Context: an optimization exercise on an open-source flow, tuned for small area and few clock cycles per item. The choices shown serve that exercise and are no tape-out recipe.
Function was checked by simulation only, so behaviour that the tests miss may differ from the original.
Power is estimated from default activity; no workload was simulated.

File: config.mk
export PLATFORM = sky130hd
export DESIGN_NAME = cmpmac
export DESIGN_NICKNAME = cmpmac
export VERILOG_FILES = /design/flow/design.v
export SDC_FILE = /design/flow/constraint.sdc
export NUM_CORES = 4
export LEC_CHECK = 0
export CAP_MARGIN = 5
export CORE_MARGIN = 2
export CORE_UTILIZATION = 40
export SLEW_MARGIN = 5
export SYNTH_HIERARCHICAL = 1
export SYNTH_MINIMUM_KEEP_SIZE = 0
File: constraint.sdc
create_clock -name core_clock -period 8.0 [get_ports {wb_clk_i}]
set_input_delay 1.6000 -clock core_clock [delete_from_list [all_inputs] [get_ports {wb_clk_i}]]
set_output_delay 1.6000 -clock core_clock [all_outputs]
set_load 0.01 [all_outputs]
File: design.v
module cmpmac(
	input				wb_clk_i,
	input				rst_i,
	input  [2:0]	wb_adr_i,
	input  [15:0]	wb_dat_i,
	output [15:0]	wb_dat_o,
	input				wb_cyc_i,
	input				wb_we_i,
	input				wb_stb_i,
	input  [1:0]	wb_sel_i,
	output			wb_ack_o,
	input	 [1:0]	eth_pms_i,
	input				eth_macr_i,
	input  [47:0]	eth_macd_i,
	output			cmp_done_o,
	output			cmp_res_o
);
localparam [13:0] INV = 14'b00_0011_0000_1111;	 
reg [47:0]	slot[0:13];        
reg [3:0]	rot;               
reg [3:0]	adr;
wire stpac   = eth_pms_i[0];
wire promisc = eth_pms_i[1] | eth_pms_i[0];
reg  [1:0]	ack;
always @(posedge wb_clk_i) begin
	ack[0] <= wb_cyc_i & wb_stb_i;
	ack[1] <= wb_cyc_i & ack[0];
end
assign wb_ack_o = wb_cyc_i & wb_stb_i & ack[1];
wire bus_write = wb_cyc_i & wb_stb_i & ~wb_ack_o & stpac & wb_we_i & wb_sel_i[1];
wire tab_write = bus_write & ~ack[0] & ~rst_i & ~wb_adr_i[2] & (wb_adr_i[1:0] != 2'b00);
function [3:0] next14(input [3:0] r);
	case(r)
		4'd0:  next14 = 4'd1;
		4'd1:  next14 = 4'd2;
		4'd2:  next14 = 4'd3;
		4'd3:  next14 = 4'd4;
		4'd4:  next14 = 4'd5;
		4'd5:  next14 = 4'd6;
		4'd6:  next14 = 4'd7;
		4'd7:  next14 = 4'd8;
		4'd8:  next14 = 4'd9;
		4'd9:  next14 = 4'd10;
		4'd10: next14 = 4'd11;
		4'd11: next14 = 4'd12;
		4'd12: next14 = 4'd13;
		default: next14 = 4'd0;
	endcase
endfunction
wire [3:0]	rot1 = next14(rot);
wire [4:0]	sum  = adr + rot1;
reg  [3:0]	sadr;
always @(posedge wb_clk_i) begin
	rot  <= rot1;
	sadr <= (sum >= 5'd14) ? sum - 5'd14 : sum[3:0];
end
wire		c0  = (sadr == 4'd13);
wire		c4  = (sadr == 4'd3);
wire		c8  = (sadr == 4'd7);
wire		c10 = (sadr == 4'd9);
reg [1:0]	pw;                
reg			pv;                
wire ins0  = pv & c0;
wire ins4  = pv & c4;
wire ins8  = pv & c8;
wire ins10 = pv & c10;
wire ins   = ins0 | ins4 | ins8 | ins10;
always @(posedge wb_clk_i) begin
	if(tab_write)
		pw <= wb_adr_i[1:0];
	case({tab_write, ins})
		2'b00: pv <= pv;
		2'b01: pv <= 1'b0;
		2'b10, 2'b11: pv <= 1'b1;
		default: pv <= 1'b0;	 
	endcase
end
wire [2:0] pwh = {pw == 2'd3, pw == 2'd2, pw == 2'd1};
wire [47:0] sel0  = {{16{ins0  & pwh[2]}}, {16{ins0  & pwh[1]}}, {16{ins0  & pwh[0]}}};
wire [47:0] sel4  = {{16{ins4  & pwh[2]}}, {16{ins4  & pwh[1]}}, {16{ins4  & pwh[0]}}};
wire [47:0] sel8  = {{16{ins8  & pwh[2]}}, {16{ins8  & pwh[1]}}, {16{ins8  & pwh[0]}}};
wire [47:0] sel10 = {{16{ins10 & pwh[2]}}, {16{ins10 & pwh[1]}}, {16{ins10 & pwh[0]}}};
wire [47:0] seln0 = ~sel0, seln4 = ~sel4, seln8 = ~sel8, seln10 = ~sel10;
reg  [15:0]	rdat;              
wire [47:0] pd3  = {3{rdat}};
wire [47:0] d0, d4, d8, d10;
cmpmac_imux #(48) m0 (.a(slot[13]), .b(pd3),  .s(sel0),  .sn(seln0),  .y(d0));
cmpmac_imux #(48) m4 (.a(slot[3]),  .b(~pd3), .s(sel4),  .sn(seln4),  .y(d4));
cmpmac_imux #(48) m8 (.a(slot[7]),  .b(pd3),  .s(sel8),  .sn(seln8),  .y(d8));
cmpmac_imux #(48) m10(.a(slot[9]),  .b(~pd3), .s(sel10), .sn(seln10), .y(d10));
integer i;
always @(posedge wb_clk_i) begin
	for(i = 1; i < 14; i = i + 1)
		slot[i] <= slot[i-1];
	slot[0]  <= d0;
	slot[4]  <= d4;
	slot[8]  <= d8;
	slot[10] <= d10;
end
always @(posedge wb_clk_i, posedge rst_i) begin
	if(rst_i)
		adr <= 4'b0;
	else if(bus_write && wb_adr_i[2:0] == 3'b000)
		adr <= wb_dat_i[3:0];
end
wire [2:0]	rw = {wb_adr_i[1:0] == 2'd3, wb_adr_i[1:0] == 2'd2, wb_adr_i[1:0] == 2'd1};
wire		rcap = ~pv & ~tab_write;
wire [6:0]	at = {sadr == 4'd12, sadr == 4'd10, sadr == 4'd8, sadr == 4'd6,
			      sadr == 4'd4, sadr == 4'd2, sadr == 4'd0} & {7{rcap}};
wire		rhold = ~|at & ~tab_write;
wire [8:0]	si = {{3{at[4]}} & rw, {3{at[1]}} & rw, {3{at[0]}} & rw};
wire [11:0]	sv = {{3{at[6]}} & rw, {3{at[5]}} & rw, {3{at[3]}} & rw, {3{at[2]}} & rw};
wire [15:0]	rdat_d;
genvar n;
generate
	for(n = 0; n < 16; n = n + 1) begin : rd
		cmpmac_rdbit u(
			.sin(~si),
			.qi({slot[8][32+n], slot[8][16+n], slot[8][n], slot[2][32+n], slot[2][16+n], slot[2][n],
			     slot[0][32+n], slot[0][16+n], slot[0][n]}),
			.sv(sv),
			.qv({slot[12][32+n], slot[12][16+n], slot[12][n], slot[10][32+n], slot[10][16+n], slot[10][n],
			     slot[6][32+n], slot[6][16+n], slot[6][n], slot[4][32+n], slot[4][16+n], slot[4][n]}),
			.h(rhold), .q(rdat[n]), .w(tab_write), .wd(wb_dat_i[n]), .d(rdat_d[n]));
	end
endgenerate
always @(posedge wb_clk_i)
	rdat <= rdat_d;
assign wb_dat_o = (wb_adr_i[1:0] == 2'b00) ? {12'b0, adr} : rdat;
wire [47:0]	macn = ~eth_macd_i;
wire [13:0]	match;
genvar s;
generate
	for(s = 0; s < 14; s = s + 1) begin : cmp
		cmpmac_eq u(.t(slot[s]), .mn(INV[s] ? eth_macd_i : macn), .eq(match[s]));
	end
endgenerate
wire hit = |match;
assign cmp_done_o = promisc | ~pv;
assign cmp_res_o  = promisc | hit;
endmodule
module cmpmac_imux #(parameter W = 1) (
	input  [W-1:0]	a,
	input  [W-1:0]	b,
	input  [W-1:0]	s,
	input  [W-1:0]	sn,
	output [W-1:0]	y
);
genvar k;
generate
	for(k = 0; k < W; k = k + 1) begin : b1
		cmpmac_imux1 u(.a(a[k]), .b(b[k]), .s(s[k]), .sn(sn[k]), .y(y[k]));
	end
endgenerate
endmodule
module cmpmac_imux1(input a, input b, input s, input sn, output y);
assign y = ~((a | s) & (b | sn));
endmodule
module cmpmac_eq(
	input  [47:0]	t,
	input  [47:0]	mn,
	output			eq
);
wire [15:0] q;      
wire [23:0] np;     
genvar k;
generate
	for(k = 0; k < 16; k = k + 1) begin : t3
		cmpmac_q3 u(.t(t[3*k+2:3*k]), .mn(mn[3*k+2:3*k]), .q(q[k]));
	end
	for(k = 0; k < 24; k = k + 1) begin : pair
		cmpmac_p2 u(.t(t[2*k+1:2*k]), .mn(mn[2*k+1:2*k]), .np(np[k]));
	end
endgenerate
wire [5:0] okp;
wire [3:0] badq;
generate
	for(k = 0; k < 6; k = k + 1) begin : gp
		cmpmac_nor4 u(.a(np[4*k+3:4*k]), .y(okp[k]));
	end
	for(k = 0; k < 4; k = k + 1) begin : gq
		cmpmac_nand4 u(.a(q[4*k+3:4*k]), .y(badq[k]));
	end
endgenerate
assign eq = &okp & ~|badq;
endmodule
module cmpmac_nor4(input [3:0] a, output y);
assign y = ~|a;
endmodule
module cmpmac_nand4(input [3:0] a, output y);
assign y = ~&a;
endmodule
module cmpmac_q3(input [2:0] t, input [2:0] mn, output q);
assign q = ~((t[0] & mn[0]) | (t[1] & mn[1]) | (t[2] & mn[2]));
endmodule
module cmpmac_p2(input [1:0] t, input [1:0] mn, output np);
assign np = ~((t[0] | mn[0]) & (t[1] | mn[1]));
endmodule
module cmpmac_rdbit(
	input  [8:0]	sin,
	input  [8:0]	qi,
	input  [11:0]	sv,
	input  [11:0]	qv,
	input			h,
	input			q,
	input			w,
	input			wd,
	output			d
);
wire [3:0] x;       
wire [4:0] y;       
cmpmac_p2 ux0(.t(sin[1:0]), .mn(qi[1:0]), .np(x[0]));
cmpmac_p2 ux1(.t(sin[3:2]), .mn(qi[3:2]), .np(x[1]));
cmpmac_p2 ux2(.t(sin[5:4]), .mn(qi[5:4]), .np(x[2]));
cmpmac_p2 ux3(.t(sin[7:6]), .mn(qi[7:6]), .np(x[3]));
cmpmac_q3 uy0(.t(sv[2:0]),  .mn(qv[2:0]),  .q(y[0]));
cmpmac_q3 uy1(.t(sv[5:3]),  .mn(qv[5:3]),  .q(y[1]));
cmpmac_q3 uy2(.t(sv[8:6]),  .mn(qv[8:6]),  .q(y[2]));
cmpmac_q3 uy3(.t(sv[11:9]), .mn(qv[11:9]), .q(y[3]));
cmpmac_q2 uy4(.t({h, w}), .mn({q, wd}), .q(y[4]));
wire nx, ay;
cmpmac_nor4 ux(.a(x[3:0]), .y(nx));
cmpmac_and4 uy(.a(y[3:0]), .y(ay));
cmpmac_o2111 uo(.a1(sin[8]), .a2(qi[8]), .b(nx), .c(ay), .e(y[4]), .y(d));
endmodule
module cmpmac_q2(input [1:0] t, input [1:0] mn, output q);
assign q = ~((t[0] & mn[0]) | (t[1] & mn[1]));
endmodule
module cmpmac_and4(input [3:0] a, output y);
assign y = &a;
endmodule
module cmpmac_o2111(input a1, input a2, input b, input c, input e, output y);
assign y = ~((a1 | a2) & b & c & e);
endmodule
File: flow/run.sh
#!/bin/bash
# Standard synthesis, but ABC maps with the ORFS speed script minus its
# upsizing pass (flow/abc_area_nosize.script); registers are untouched.
# Layout (the standard.sh): smaller port buffers, larger clock-sink
# clusters without dummy loads and a smaller clock root buffer, synthesis
# buffers removed before placement. ORFS writes each step's log under orfs/logs.
here=$(pwd)
{ head -n 1 synth_recipe.tcl
  echo "proc abc {args} { set i [lsearch \$args -script]; if {\$i >= 0} { lset args [expr {\$i+1}] $here/flow/abc_area_nosize.script }; yosys abc {*}\$args }"
  tail -n +2 synth_recipe.tcl; } > my_synth.tcl
bash standard.sh \
  SYNTH_SCRIPT=$here/my_synth.tcl \
  BUFFER_PORTS_ARGS="-buffer_cell sky130_fd_sc_hd__buf_2" \
  CTS_ARGS="-sink_clustering_enable -repair_clock_nets -buf_list sky130_fd_sc_hd__clkbuf_16 -root_buf sky130_fd_sc_hd__clkbuf_8 -sink_clustering_size 28 -sink_clustering_max_diameter 120 -dont_use_dummy_load" \
  REMOVE_ABC_BUFFERS=1 \
  finish > standard.log 2>&1
File: flow/abc_area_nosize.script
&get -n
&st
&dch
&nf
&st
&syn2
&if -g -K 6
&synch2
&nf
&st
&syn2
&if -g -K 6
&synch2
&nf
&put
buffer -c
topo
stime -c
dnsize -c
File: standard.sh
#!/bin/bash
# synth_recipe.tcl (not shown) runs the flow's synth.tcl, then flattens the netlist and writes it again
# the make line also repeats each setting of config.mk as NAME=value (left out here)
make -C /OpenROAD-flow-scripts/flow DESIGN_CONFIG=/design/flow/config.mk WORK_HOME=/design/flow/orfs CLKGATE_MAP_FILE= SYNTH_SCRIPT=/design/flow/synth_recipe.tcl "${@:-finish}"
==> impl_metrics.prom, run 1 <==
# TYPE chip_impl_metric gauge
chip_impl_metric{name="layout_worst_path_cycle_share",unit=""} 0.8381
chip_impl_metric{name="boundaryPins",unit=""} 96
chip_impl_metric{name="wirelength",unit="um"} 122100
chip_impl_metric{name="core-area",unit="mm2"} 0.05792
chip_impl_metric{name="die_area",unit="mm2"} 0.06085
chip_impl_metric{name="cap_viol_max_count",unit=""} 0
chip_impl_metric{name="critical_path_arrival",unit="ps"} 5100
chip_impl_metric{name="timing.setup.tns",unit="ps"} 0
chip_impl_metric{name="nets",unit=""} 2305
chip_impl_metric{name="first_global_vias",unit=""} 21028
chip_impl_metric{name="gr-usage-all-layers",unit=""} 0.3880
chip_impl_metric{name="power.share.clock",unit=""} 0.298
chip_impl_metric{name="seq_power_share",unit=""} 0.633
chip_impl_info{name="tritoncts",value="yes"} 1
chip_impl_metric{name="met3_length",unit="um"} 17130
chip_impl_metric{name="floorplan.initialDensity",unit=""} 0.4067
chip_impl_metric{name="maxSlewViolCount",unit=""} 0
chip_impl_metric{name="netlist_area",unit="mm2"} 0.02356
chip_impl_metric{name="post-dp-hpwl",unit="um"} 96310
chip_impl_metric{name="route.detailed.vias_per_inst",unit=""} 7.819
chip_impl_metric{name="timing.critical_path.required",unit="ps"} 6400
chip_impl_metric{name="cts_setup_buffers",unit=""} 0
chip_impl_metric{name="count_of_buffers_from_port_buffering",unit=""} 93
chip_impl_metric{name="synth_to_final_area_change",unit="%"} 9.922
chip_impl_metric{name="switching_power",unit="uW"} 1407
chip_impl_metric{name="clkSlewWorstSetupHoldPaths",unit="ps"} 110
chip_impl_metric{name="final_cell_count_no_fill",unit=""} 2985
chip_impl_metric{name="yosysWarningCount",unit=""} 9
chip_impl_metric{name="drt_iter0_markers",unit=""} 6186
chip_impl_metric{name="dr_wl_met2",unit="um"} 51580
chip_impl_metric{name="worst_skew_pair.late_latency",unit="ps"} 790
chip_impl_metric{name="setup_violations",unit=""} 0
chip_impl_metric{name="critical_path_peak_fanout",unit=""} 16
chip_impl_metric{name="dieHeight",unit="um"} 246.7
chip_impl_metric{name="grt-ovfl-total",unit=""} 0
chip_impl_metric{name="grt_first_pass_wirelength",unit="um"} 166000
chip_impl_metric{name="grt_max_degree",unit=""} 29
chip_impl_metric{name="syn_avg_cell_area",unit="um2"} 11.39
chip_impl_metric{name="timing.critical_path.slowest_cell_delay",unit="ps"} 850
chip_impl_metric{name="gpl.final_weighted_congestion",unit=""} 1.080
chip_impl_metric{name="cts.hold.buffers_added",unit=""} 0
chip_impl_metric{name="worst_r2r_path_depth",unit=""} 9
chip_impl_info{name="timing_worst_setup_path_type",value="in2out"} 1
chip_impl_info{name="rsz0062_at_grt",value="false"} 1
chip_impl_metric{name="cts_max_path_buffers",unit=""} 3
chip_impl_metric{name="switching_share",unit=""} 0.2487
chip_impl_info{name="worst_hold_path_type",value="reg2reg"} 1
chip_impl_info{name="critical_path.reg2reg.startpoint",value="ack[1]"} 1
chip_impl_metric{name="cts_inserted_buffers",unit=""} 29
chip_impl_metric{name="vdd_drop_max",unit="V"} 0.0002083
chip_impl_metric{name="timing_worst_slew_pin_value",unit="ps"} 1188
chip_impl_metric{name="cts.sinks",unit=""} 705
chip_impl_metric{name="route.layer.met1.wl",unit="um"} 45480
chip_impl_info{name="r2r_end",value="rdat[9]"} 1
chip_impl_metric{name="yosysSeqAreaShare",unit=""} 0.6013
chip_impl_metric{name="max_freq",unit="GHz"} 0.1492
chip_impl_info{name="timing.critical_path.from",value="eth_macd_i[12]"} 1
chip_impl_metric{name="power.total",unit="uW"} 5657
chip_impl_metric{name="detail_route.drc_violations",unit=""} 0
chip_impl_metric{name="netlist-cell-type-count",unit=""} 36
chip_impl_metric{name="drt-pass1-iter-count",unit=""} 13
chip_impl_metric{name="reg2reg_setup_slack",unit="ps"} 3930
chip_impl_metric{name="final.setup_skew",unit="ps"} 70.19
chip_impl_metric{name="total_placed_cells_including_tap_cells",unit=""} 2953
chip_impl_metric{name="p_comb_frac",unit=""} 0.068
chip_impl_metric{name="drive_above_1_share",unit=""} 0.07262
chip_impl_metric{name="power_leakage",unit="uW"} 0.009183
chip_impl_info{name="cts-root-buf",value="clkbuf_8"} 1
chip_impl_metric{name="slew-limit-headroom",unit=""} 0.2009
chip_impl_info{name="timing.critical_path.from_type",value="input port"} 1
chip_impl_info{name="worst_path_max_delay_cell",value="a222oi_1"} 1
chip_impl_metric{name="htree_levels",unit=""} 1
chip_impl_info{name="endpoint",value="cmp_res_o"} 1
chip_impl_metric{name="timing.final.hold_violations",unit=""} 0
chip_impl_info{name="endpoint_kind",value="primary output"} 1
chip_impl_metric{name="drtAntennaViolNets",unit=""} 0
chip_impl_metric{name="post_cts_resized",unit=""} 0
chip_impl_info{name="run_status",value="complete, no violations"} 1
chip_impl_metric{name="route.vias.total",unit=""} 23340
chip_impl_metric{name="synth-seq-cells",unit=""} 705
chip_impl_info{name="highest_layer",value="met5"} 1
chip_impl_metric{name="syn_inst",unit=""} 2069
chip_impl_metric{name="antenna_found_initial",unit=""} 9
chip_impl_info{name="path_cells",value="buf_2 > inv_1 > a222oi_1 > nand4_1 > or4_1 > nor3_1 > nor4_1 > nand4_1 > buf_2"} 1
chip_impl_metric{name="finalWorstPathRequiredPeriod",unit="ps"} 6705
chip_impl_metric{name="pwr_density_cell",unit="mW/mm2"} 218.5
chip_impl_metric{name="floorplan.rows",unit=""} 88
chip_impl_metric{name="internal_power",unit="uW"} 4250
chip_impl_metric{name="floorplan.die.width",unit="um"} 246.7
chip_impl_metric{name="routedWlPerCell",unit="um"} 40.91
-- Yosys stat by module (local to each module, per instance), a selection --
module	flops+latches	cells
cmpmac	705	929
cmpmac_and4	0	1
cmpmac_eq	0	4
cmpmac_imux1	0	1
cmpmac_nand4	0	1
cmpmac_nor4	0	1
cmpmac_o2111	0	1
cmpmac_p2	0	1
cmpmac_q2	0	1
cmpmac_q3	0	1
-- cell families (layout without fill, tap and decap cells) --
kind of cell	after synthesis	in the layout	share of synthesized area
AO/OA/AOI/OAI	928	928	0.2946
adder cells (fa/ha/maj)	9	9	0.005099
XOR/XNOR	4	4	0.001487
flip-flops	705	705	0.6013
multiplexers	6	6	0.002868
AND/OR/NAND/NOR	332	332	0.08116
other	0	3	0
buffers and inverters	85	233	0.01354
-- registers in the layout, indices dropped and copies added (netlist names) --
| signal | flops |
|---|---|
| ack | 2 |
| adr | 4 |
| pv | 1 |
| pw | 2 |
| rdat | 16 |
| rot1 | 4 |
| sadr | 4 |
| slot | 672 |
-- Yosys cell counts, drive strengths merged --
library cell	number	area (um2)
fa	1	20.02
edfxtp	3	90.09
o32ai	1	8.760
o22ai	592	3704
inv	80	300.3
nor4	105	656.9
nand4	73	456.7
clkbuf	4	15.01
nor2b	5	31.28
a22oi	16	120.1
nand2	42	157.7
a222oi	288	2883
or2	1	6.260
nor3	21	105.1
and4	16	140.1
a21oi	4	20.02
nor3b	1	7.510
mux2	6	67.56
a211o	1	8.760
nand3	9	45.04
or3	3	18.77
dfrtp	4	100.1
ha	8	100.1
or4	15	112.6
nor2	33	123.9
a21o	1	7.510
and3	1	6.260
and2	4	25.02
o2111ai	16	140.1
xor2	2	17.52
dfxtp	698	13970
xnor2	2	17.52
nand2b	3	18.77
clkinv	1	3.750
o21ai	7	35.03
a31oi	2	12.51
-- power by group through the flow --
stage	registers, uW	clock network (uW)	logic [uW]
after floorplan	3630	0	189
after global placement	3660	0	362
after detailed placement	3660	0	366
after CTS	3580	1690	367
after global routing	3580	1820	398
final	3580	1690	387
-- metrics by stage --
stage	setup WS (ps)	area (um2)	util	hold WS [ps]
2_1_floorplan	3337	23540	-	350.2
3_3_place_gp	1545	25190	0.4350	353.8
3_5_place_dp	1533	25190	0.4350	357.0
4_1_cts	1537	25890	0.4470	295.5
5_1_grt	1422	25890	0.4470	296.2
6_report	1295	25890	0.4471	297.0
-- cell usage in the layout, fill, tap and decap left out, drive strengths merged, types with 2 or more instances in the layout --
| cell type | instances |
|---|---|
| nand2 | 42 |
| and4 | 16 |
| a21oi | 4 |
| nand2b | 3 |
| xnor2 | 2 |
| dfxtp | 698 |
| ha | 8 |
| or4 | 15 |
| nor2 | 33 |
| o21ai | 7 |
| a22oi | 16 |
| dfrtp | 4 |
| nand4 | 73 |
| nor4 | 105 |
| clkbuf | 29 |
| o22ai | 592 |
| a222oi | 288 |
| and2 | 4 |
| mux2 | 6 |
| nand3 | 9 |
| diode | 3 |
| or3 | 3 |
| a31oi | 2 |
| nor3 | 21 |
| buf | 123 |
| edfxtp | 3 |
| inv | 80 |
| o2111ai | 16 |
| xor2 | 2 |
| nor2b | 5 |
-- worst max-delay path: cells and delay by family --
| family | cells | cell delay, ps |
|---|---|---|
| compound gates | 1 | 850 |
| buf+inv | 3 | 720 |
| simple gates | 5 | 1910 |
-- area by class of cell --
| class | instances | area (um2) |
|---|---|---|
| Antenna cell | 3 | 7.507 |
| Clock buffer | 29 | 691.9 |
| Fill cell | 5505 | 32020 |
| Inverter | 81 | 304.0 |
| Multi-Input combinational cell | 1279 | 9079 |
| Sequential cell | 705 | 14160 |
| Tap cell | 765 | 957.2 |
| Timing Repair Buffer | 123 | 690.7 |
-- per-layer routing --
layer | up-vias | global-route usage
li1 | 9436 | -
met1 | 11340 | 0.5162
met2 | 2144 | 0.5910
met3 | 412 | 0.09464
met4 | 8 | 0.1844
met5 | - | 0
-- how the worst min path moves through the flow --
stage / endpoint / slack (ps) / startpoint / cells past startpoint
2_1_floorplan: slot[12][10] / 350 / slot[11][10] / 0
3_3_place_gp: slot[2][33] / 350 / slot[1][33] / 0
3_5_place_dp: slot[12][21] / 360 / slot[11][21] / 0
4_1_cts: slot[2][23] / 300 / slot[1][23] / 0
5_1_grt: slot[2][23] / 300 / slot[1][23] / 0
6_report: slot[2][23] / 300 / slot[1][23] / 0
Testbench counts, summed over its fixed seeds: cycles 18,432, lookups 9,216.
==> inputs of run 2 (changes only) <==
--- a/config.mk
+++ b/config.mk
@@ -6,8 +6,8 @@
 export NUM_CORES = 4
 export LEC_CHECK = 0
-export CAP_MARGIN = 5
+export CAP_MARGIN = 20
 export CORE_MARGIN = 2
 export CORE_UTILIZATION = 40
-export SLEW_MARGIN = 5
+export SLEW_MARGIN = 20
 export SYNTH_HIERARCHICAL = 1
 export SYNTH_MINIMUM_KEEP_SIZE = 0
==> impl_metrics.prom, run 2 <==
# TYPE chip_impl_metric gauge
chip_impl_metric{name="total_placed_cells_including_tap_cells",unit=""} 2953
chip_impl_metric{name="worst_r2r_path_depth",unit=""} 9
chip_impl_info{name="worst_path_max_delay_cell",value="a222oi_1"} 1
chip_impl_info{name="cts-root-buf",value="clkbuf_8"} 1
chip_impl_metric{name="boundaryPins",unit=""} 96
chip_impl_metric{name="synth_top_cell_area_share",unit=""} 0.5932
chip_impl_metric{name="count_of_buffers_from_port_buffering",unit=""} 93
chip_impl_metric{name="slew-limit-headroom",unit=""} 0.2009
chip_impl_metric{name="finalWorstPathRequiredPeriod",unit="ps"} 6705
chip_impl_info{name="timing.hold.worst.start",value="slot[1][23]"} 1
chip_impl_info{name="timing_worst_setup_path_type",value="in2out"} 1
chip_impl_metric{name="floorplan.die.width",unit="um"} 246.7
chip_impl_info{name="rsz0062_at_grt",value="false"} 1
chip_impl_metric{name="htree_levels",unit=""} 1
chip_impl_metric{name="floorplan.initialDensity",unit=""} 0.4067
chip_impl_metric{name="critical_path_arrival",unit="ps"} 5100
chip_impl_metric{name="power.total",unit="uW"} 5657
chip_impl_metric{name="power_leakage",unit="uW"} 0.009183
chip_impl_metric{name="grt_first_pass_wirelength",unit="um"} 166000
chip_impl_metric{name="timing.critical_path.slowest_cell_delay",unit="ps"} 850
chip_impl_metric{name="synth-seq-cells",unit=""} 705
chip_impl_metric{name="synth-edff-count",unit=""} 3
chip_impl_metric{name="cts_max_path_buffers",unit=""} 3
chip_impl_metric{name="timing.critical_path.required",unit="ps"} 6400
chip_impl_info{name="worst_hold_path_type",value="reg2reg"} 1
chip_impl_metric{name="detail_route.drc_violations",unit=""} 0
chip_impl_metric{name="cts_inserted_buffers",unit=""} 29
chip_impl_metric{name="critical_path_cell_count",unit=""} 9
chip_impl_metric{name="antenna_found_initial",unit=""} 9
chip_impl_info{name="netlist_top_cells_count",value="dfxtp_1 (698), o22ai_1 (592), a222oi_1 (288)"} 1
chip_impl_metric{name="cap_viol_max_count",unit=""} 0
chip_impl_metric{name="gpl.final_weighted_congestion",unit=""} 1.080
chip_impl_metric{name="layout_worst_path_cycle_share",unit=""} 0.8381
chip_impl_metric{name="grt-ovfl-total",unit=""} 0
chip_impl_metric{name="first_global_vias",unit=""} 21028
chip_impl_metric{name="nets",unit=""} 2305
chip_impl_metric{name="hold-path-cell-count",unit=""} 0
chip_impl_info{name="synth_ff_type",value="dfxtp_1"} 1
chip_impl_metric{name="route.vias.total",unit=""} 23340
chip_impl_metric{name="cts_setup_buffers",unit=""} 0
chip_impl_metric{name="worst-path-buf-inv",unit=""} 3
chip_impl_info{name="combinational_family_with_the_most_area_after_synthesis",value="compound AO/OA/AOI/OAI gates"} 1
chip_impl_info{name="most-common-layout-cells",value="dfxtp_1 (698), o22ai_1 (592), a222oi_1 (288)"} 1
chip_impl_metric{name="route.detailed.vias_per_inst",unit=""} 7.819
chip_impl_metric{name="gr-usage-all-layers",unit=""} 0.3880
chip_impl_metric{name="die_area",unit="mm2"} 0.06085
chip_impl_metric{name="syn_inst",unit=""} 2069
chip_impl_info{name="yosysMostFrequentCell",value="dfxtp_1"} 1
chip_impl_info{name="post_synth_main_area_contributors",value="dfxtp_1 (59%), o22ai_1 (16%), a222oi_1 (12%), nor4_1 (2.8%), nand4_1 (1.9%)"} 1
chip_impl_info{name="critical_path.reg2reg.startpoint",value="ack[1]"} 1
chip_impl_info{name="path_cells",value="buf_2 > inv_1 > a222oi_1 > nand4_1 > or4_1 > nor3_1 > nor4_1 > nand4_1 > buf_2"} 1
chip_impl_metric{name="floorplan.rows",unit=""} 88
chip_impl_info{name="tritoncts",value="yes"} 1
chip_impl_metric{name="core-area",unit="mm2"} 0.05792
chip_impl_metric{name="post-dp-hpwl",unit="um"} 96310
chip_impl_metric{name="drt_iter0_markers",unit=""} 6186
chip_impl_metric{name="pwr_density_cell",unit="mW/mm2"} 218.5
chip_impl_metric{name="maxSlewViolCount",unit=""} 0
chip_impl_info{name="run_status",value="complete, no violations"} 1
chip_impl_metric{name="timing_worst_slew_pin_value",unit="ps"} 1188
chip_impl_metric{name="vdd_drop_max",unit="V"} 0.0002083
chip_impl_metric{name="synth_simple_gate_area_frac",unit=""} 0.08116
chip_impl_metric{name="critical_path_peak_fanout",unit=""} 16
chip_impl_metric{name="synth-xor-area-share",unit=""} 0.001487
chip_impl_metric{name="cts.sinks",unit=""} 705
chip_impl_metric{name="yosys-mux-area-fraction",unit=""} 0.002868
chip_impl_metric{name="largest_register_ffs",unit=""} 672
chip_impl_metric{name="max_freq",unit="GHz"} 0.1492
chip_impl_metric{name="routedWlPerCell",unit="um"} 40.91
chip_impl_metric{name="timing.setup.tns",unit="ps"} 0
chip_impl_info{name="max_flop_register",value="slot"} 1
chip_impl_metric{name="drtAntennaViolNets",unit=""} 0
chip_impl_metric{name="grt_max_degree",unit=""} 29
chip_impl_info{name="layout_top_registers",value="slot (672), rdat (16)"} 1
chip_impl_info{name="cp_top_family",value="simple AND/OR/NAND/NOR gates"} 1
chip_impl_metric{name="post_cts_resized",unit=""} 0
chip_impl_metric{name="final.setup_skew",unit="ps"} 70.19
chip_impl_metric{name="setup_violations",unit=""} 0
chip_impl_metric{name="dieHeight",unit="um"} 246.7
chip_impl_metric{name="final_cell_count_no_fill",unit=""} 2985
chip_impl_info{name="final_common_cell",value="dfxtp_1"} 1
chip_impl_metric{name="wirelength",unit="um"} 122100
chip_impl_metric{name="cts.hold.buffers_added",unit=""} 0
chip_impl_metric{name="synth_to_final_area_change",unit="%"} 9.922
chip_impl_info{name="yosys.area.top_type",value="dfxtp_1"} 1
chip_impl_info{name="timing.critical_path.from",value="eth_macd_i[12]"} 1
chip_impl_metric{name="worst_skew_pair.late_latency",unit="ps"} 790
chip_impl_metric{name="timing.final.hold_violations",unit=""} 0
chip_impl_metric{name="drt-pass1-iter-count",unit=""} 13
chip_impl_metric{name="clkSlewWorstSetupHoldPaths",unit="ps"} 110
chip_impl_metric{name="post_synth_fa_ha_maj_area_fraction",unit=""} 0.005099
chip_impl_metric{name="synth_compound_area_frac",unit=""} 0.2946
chip_impl_metric{name="yosysWarningCount",unit=""} 9
chip_impl_metric{name="drive_above_1_share",unit=""} 0.07262
chip_impl_metric{name="hold_slack",unit="ps"} 297.0
chip_impl_metric{name="yosysSeqAreaShare",unit=""} 0.6013
chip_impl_info{name="timing.critical_path.from_type",value="input port"} 1
chip_impl_info{name="endpoint_kind",value="primary output"} 1
chip_impl_metric{name="netlist_area",unit="mm2"} 0.02356
chip_impl_metric{name="syn_avg_cell_area",unit="um2"} 11.39
chip_impl_metric{name="netlist-cell-type-count",unit=""} 36
chip_impl_metric{name="asyncSetResetFlopFracSynth",unit=""} 0.005674
## run 2: cell counts in the layout (fill, tap and decap cells not counted)
No cell type changed its count.
## run 2: worst paths after layout
| kind | end | slack [ps] |
|---|---|---|
| max | cmp_res_o | 1300 |
| min | slot[2][23] | 300 |
| max reg2reg | rdat[9] | 3930 |
| min reg2reg | slot[2][23] | 300 |
| max in group asynchronous | adr[3] | 7170 |
| min in group asynchronous | adr[1] | 690 |
## run 2: cell families (layout without fill, tap and decap cells)
family | after synthesis | after routing
buffers and inverters | 85 | 233
flip-flops | 705 | 705
other | 0 | 3
XOR/XNOR | 4 | 4
AO/OA/AOI/OAI | 928 | 928
adder cells (fa/ha/maj) | 9 | 9
AND/OR/NAND/NOR | 332 | 332
multiplexers | 6 | 6
## run 2: power by group
part           internal, uW  total, uW  switching, uW  leakage (uW)
combinational           112        387            275       0.00298
clock                   610       1690           1080      0.000342
sequential             3530       3580           55.5       0.00586
## run 2: layout make-up
| class | instances | area (um2) |
|---|---|---|
| Multi-Input combinational cell | 1279 | 9079 |
| Tap cell | 765 | 957.2 |
| Sequential cell | 705 | 14160 |
| Clock buffer | 29 | 691.9 |
| Timing Repair Buffer | 123 | 690.7 |
| Fill cell | 5505 | 32020 |
| Inverter | 81 | 304.0 |
| Antenna cell | 3 | 7.507 |
## run 2: metal layers
layer  up-vias  share of wire  track usage
li1       9436              -            -
met1     11340           0.37       0.5162
met2      2144           0.42       0.5910
met3       412           0.14      0.09464
met4         8          0.064       0.1844
met5         -        0.00043            0
## run 2: through the flow
stage	util	setup WS, ps	cell area, um2
after floorplan	-	3337	23540
after global placement	0.4350	1545	25190
after detailed placement	0.4350	1533	25190
after CTS	0.4470	1537	25890
after global routing	0.4470	1422	25890
final	0.4471	1295	25890
## run 2: modules after synthesis, one instance, submodules excluded, excerpt
module	flops+latches	copies in the design
cmpmac_o2111	0	16
cmpmac_nand4	0	56
cmpmac_q3	0	288
cmpmac_and4	0	16
cmpmac_nor4	0	100
cmpmac_imux1	0	192
## run 2: worst register-to-register path: cells and delay by family (launching register included)
kind,cells,cell delay (ps)
buffers and inverters,1,820
DFF,1,350
AOI/OAI and AO/OA,2,450
and+or+nand+nor,6,2340

port drivers added, routing unchanged:
No port has a modelled driver above. Below, the same layouts with a new extraction and two added sets of constraints. Step 1 sets driving cells, clkbuf_16 on the clock port and buf_2 on the other inputs (assumed; they add their load-dependent delay and slew). Step 2 also shifts input and output timing later by t, the mid clock arrival at the registers, as if the neighbouring blocks saw the same clock. a / b / c = no drivers / after step 1 / after step 2; a / b = the first two.
| run | t, ns | setup slack, ns | worst setup path after step 2 |
|---|---|---|---|
| run 1 | 0.809 | 1.295 / 1.181 / 1.181 | input to output |
| run 2 | 0.809 | 1.295 / 1.181 / 1.181 | input to output |
After both steps every run listed still meets setup and hold.
